This is an optimization exercise on Yosys and OpenROAD, whose aim is small area, not a production implementation. In this exercise RTL edits were held to simulation tests only and were not proved equivalent to the original. The clock input has no modelled driver; a real chip could not lean on it and would need a root buffer or a full tree. Power figures rest on the tool's default switching activity, not on a simulated workload.

==> run F <==
==> flow/design.v (excerpt) <==
module tele(
    input clk,
    input rst,
    input startCall,
    input answerCall,
    input endCallCaller,
    input endCallCallee,
    input sendCharCaller,
    input sendCharCallee,
    input [7:0] charSent,
    output [63:0] statusMsg,
    output [63:0] sentMsg,
    output [15:0] cost
    );
==> flow/config.mk <==
export PLATFORM = sky130hd
export DESIGN_NAME = tele
export DESIGN_NICKNAME = tele
export VERILOG_FILES = /design/flow/design.v
export SDC_FILE = /design/flow/constraint.sdc
export NUM_CORES = 4
export LEC_CHECK = 0
export CAP_MARGIN = 0
export CORE_AREA = 5 5 105 105
export DIE_AREA = 0 0 110 110
export GPL_TIMING_DRIVEN = 0
export SLEW_MARGIN = 0
==> flow/constraint.sdc <==
create_clock -name core_clock -period 5.0 [get_ports {clk}]
set_input_delay 1.0000 -clock core_clock [delete_from_list [all_inputs] [get_ports {clk}]]
set_output_delay 1.0000 -clock core_clock [all_outputs]
set_load 0.01 [all_outputs]
standard.sh (not shown) runs the stock make flow with config.mk's settings and CLKGATE_MAP_FILE= SYNTH_SCRIPT=/design/flow/synth_recipe.tcl, a recipe that flattens the netlist after the stock synthesis.
==> flow/flow/run.sh <==
#!/bin/bash
# The standard ORFS layout (the standard.sh) with these changes:
#  - synthesis maps the logic with an area-oriented ABC script (flow/abc_area.script);
#    the rest of the synthesis, and so every register, is as in the standard one
#  - every port gets the smallest buffer (buf_1)
#  - the clock tree is flow/manual_cts.tcl: the flip-flops split by placement
#    into 3 groups, each driven by one clkbuf_16 fed from the clock port
#  - constant outputs share their tie cells
#  - no timing repair before placement (REMOVE_ABC_BUFFERS=1; ABC adds no buffers)
# Each step's full output is in orfs/logs/; make's own output in make_flow.log.
set -euo pipefail
here=$(pwd)
rm -rf "$here/scripts"
cp -r "$FLOW_HOME/scripts" "$here/scripts"
cp "$here/flow/abc_area.script" "$here/scripts/abc_area.script"
cp "$here/flow/abc_area.script" "$here/scripts/abc_speed.script"
python3 - "$here/scripts/cts.tcl" "$here/flow/manual_cts.tcl" <<'PY'
import sys
p, m = sys.argv[1], sys.argv[2]
s = open(p).read()
old = "log_cmd clock_tree_synthesis {*}$cts_args"
assert s.count(old) == 1
s = s.replace(old, "source " + m)
open(p, "w").write(s)
PY
export SCRIPTS_DIR="$here/scripts"
export BUFFER_PORTS_ARGS="-buffer_cell sky130_fd_sc_hd__buf_1"
export MCTS_N=3
export MCTS_BUF=sky130_fd_sc_hd__clkbuf_16
export SKIP_REPAIR_TIE_FANOUT=1
export REMOVE_ABC_BUFFERS=1
bash standard.sh > make_flow.log 2>&1
==> flow/flow/manual_cts.tcl <==
# A small clock tree: the flip-flops are split by placement into MCTS_N groups
# of about equal size (halving along x, then y, ...); each group gets one
# clock buffer at its centre, driven straight from the clock port.
set mcts_n [expr {[info exists ::env(MCTS_N)] ? $::env(MCTS_N) : 4}]
set mcts_buf [expr {[info exists ::env(MCTS_BUF)] ? $::env(MCTS_BUF) : "sky130_fd_sc_hd__clkbuf_8"}]
set block [ord::get_db_block]
set db [ord::get_db]
set clk_port [$block findBTerm clk]
set clknet [$clk_port getNet]
set sinks {}
foreach it [$clknet getITerms] {
  set inst [$it getInst]
  set bb [$inst getBBox]
  lappend sinks [list $it [expr {([$bb xMin] + [$bb xMax]) / 2}] [expr {([$bb yMin] + [$bb yMax]) / 2}]]
}
puts "manual CTS: [llength $sinks] sinks, $mcts_n groups of $mcts_buf"
proc mcts_split {items n axis} {
  if {$n <= 1} { return [list $items] }
  set idx [expr {$axis == 0 ? 1 : 2}]
  set s [lsort -integer -index $idx $items]
  set n1 [expr {$n / 2}]
  set k [expr {int(round(double([llength $s]) * $n1 / $n))}]
  set a [lrange $s 0 [expr {$k - 1}]]
  set b [lrange $s $k end]
  return [concat [mcts_split $a $n1 [expr {1 - $axis}]] [mcts_split $b [expr {$n - $n1}] [expr {1 - $axis}]]]
}
set die [$block getDieArea]
set axis [expr {[$die dx] >= [$die dy] ? 0 : 1}]
set groups [mcts_split $sinks $mcts_n $axis]
set master [$db findMaster $mcts_buf]
set i 0
foreach g $groups {
  set sx 0; set sy 0
  foreach s $g { set sx [expr {$sx + [lindex $s 1]}]; set sy [expr {$sy + [lindex $s 2]}] }
  set cx [expr {$sx / [llength $g]}]; set cy [expr {$sy / [llength $g]}]
  set inst [odb::dbInst_create $block $master "clkbuf_m_$i"]
  set net [odb::dbNet_create $block "clknet_m_$i"]
  $net setSigType CLOCK
  foreach s $g {
    set it [lindex $s 0]
    $it disconnect
    $it connect $net
  }
  [$inst findITerm X] connect $net
  [$inst findITerm A] connect $clknet
  $inst setLocation [expr {$cx - [$master getWidth] / 2}] [expr {$cy - [$master getHeight] / 2}]
  $inst setPlacementStatus PLACED
  puts "manual CTS: group $i has [llength $g] sinks, buffer at ($cx, $cy)"
  incr i
}
$clknet setSigType CLOCK
set_propagated_clock [all_clocks]
Other scripts of this flow, unchanged in this note and not shown: flow/flow/abc_area.script
==> inputs of run P, as changes to run F <==
--- a/flow/flow/run.sh
+++ b/flow/flow/run.sh
@@ -4,7 +4,7 @@
 #    the rest of the synthesis, and so every register, is as in the standard one
 #  - every port gets the smallest buffer (buf_1)
 #  - the clock tree is flow/manual_cts.tcl: the flip-flops split by placement
-#    into 3 groups, each driven by one clkbuf_16 fed from the clock port
+#    into 4 groups, each driven by one clkbuf_8 fed from the clock port
 #  - constant outputs share their tie cells
 #  - no timing repair before placement (REMOVE_ABC_BUFFERS=1; ABC adds no buffers)
 # Each step's full output is in orfs/logs/; make's own output in make_flow.log.
@@ -25,8 +25,8 @@
 PY
 export SCRIPTS_DIR="$here/scripts"
 export BUFFER_PORTS_ARGS="-buffer_cell sky130_fd_sc_hd__buf_1"
-export MCTS_N=3
-export MCTS_BUF=sky130_fd_sc_hd__clkbuf_16
+export MCTS_N=4
+export MCTS_BUF=sky130_fd_sc_hd__clkbuf_8
 export SKIP_REPAIR_TIE_FANOUT=1
 export REMOVE_ABC_BUFFERS=1
 bash standard.sh > make_flow.log 2>&1
Settings changed: CORE_AREA 5 5 105 105 to 5 5 85 85, DIE_AREA 0 0 110 110 to 0 0 90 90, GPL_TIMING_DRIVEN 0 to unset.
==> inputs of run D, as changes to run F <==
Settings changed: CORE_AREA 5 5 105 105 to 5 5 85 85, DIE_AREA 0 0 110 110 to 0 0 90 90, GPL_TIMING_DRIVEN 0 to unset.
==> comparison <==
Clock skew: run F is lower than run P (0.0038 ns).
Critical path depth is the same in run P and run D.
Of run P and run F, run F has the higher wire length (gap 4.7%, measured against run F).
Synthesized cell count is the same in run P and run F.
Against run D, the die area of run F is higher by 49%.
Between run D and run P, the lower first-iteration DRC count is in run D (gap 1.6%, measured against run P).
The highest maximum frequency belongs to run P, the lowest to run F.
The highest core utilization belongs to run D, the lowest to run F.
Of run P and run F, run F has the higher cell area (gap 4.1%, measured against run F).
==> figures <==
Detail Route met2 WL: run D 3960 um; run F 4170 um; run P 3980 um
Clock network power consumption: run D 0.268 mW; run F 0.271 mW; run P 0.235 mW
Combinational fraction of design power: run D 0.425; run F 0.435; run P 0.432
Proportion of layout cells with a drive suffix above 1: run D 0.0204; run F 0.0278; run P 0.0228
Final wirelength: run D 8190 um; run F 8680 um; run P 8270 um
Multi-input gate share of the layout cell area: run D 0.314; run F 0.302; run P 0.315
Met3 layer wire length in the routed design: run D 534 um; run F 683 um; run P 638 um
Flop pwr share: run D 0.444; run F 0.434; run P 0.451
Design Power: run D 2.04 mW; run F 2.08 mW; run P 2.00 mW
Switching fraction of total power: run D 0.430; run F 0.427; run P 0.439
Transition time of the tightest slew-check pin: run D 1.08 ns; run F 0.893 ns; run P 1.08 ns
Die footprint: run D 8100 um2; run F 12100 um2; run P 8100 um2
Status: run D finished clean; run F finished clean; run P finished clean
Critical Path Slowest Stage Cell: run D sky130_fd_sc_hd__o21ai_0; run F sky130_fd_sc_hd__nor3_2; run P sky130_fd_sc_hd__o21ai_0
Number of cells on the critical path: run D 20; run F 21; run P 20
Placed inst area: run D 3810 um2; run F 3950 um2; run P 3810 um2
All-layer global routing usage: run D 0.196; run F 0.141; run P 0.198
Cell Pwr Density: run D 525 nW/um2; run F 516 nW/um2; run P 519 nW/um2
Power group with the highest consumption: run D sequential cells; run F combinational cells; run P sequential cells
Die extent in y: run D 90 um; run F 110 um; run P 90 um
In every run of this note, the design's own scripts or RTL, not TritonCTS, make the clock network.

==> port drivers added, routing unchanged <==
No port has a modelled driver above. Below, the same layouts with a new extraction and two added sets of constraints.
Step 1: set_driving_cell puts a clkbuf_16 on clk and a buf_2 on each other input, an assumption about the parent block.
Step 2 moves the port delays by t, midway between the first and last clock arrival at a register: inputs arrive t later, outputs are due t later. That takes back most of the time a late clock gives input paths.
Three values: ideal ports, drivers, drivers and shift; two values: the first two.
run	t, ns	setup slack, ns	worst setup path after step 2	slew at the worst register clock pin (ns)	worst slew at a driven data input, ns
run F	0.224	0.518 / 0.552 / 0.328	input to register	0.10 / 0.10	0.04
run P	0.231	0.544 / 0.586 / 0.354	input to register	0.12 / 0.12	0.05
run D	0.217	0.536 / 0.575 / 0.357	input to register	0.10 / 0.10	0.04
After both steps setup and hold are still met in every run listed.
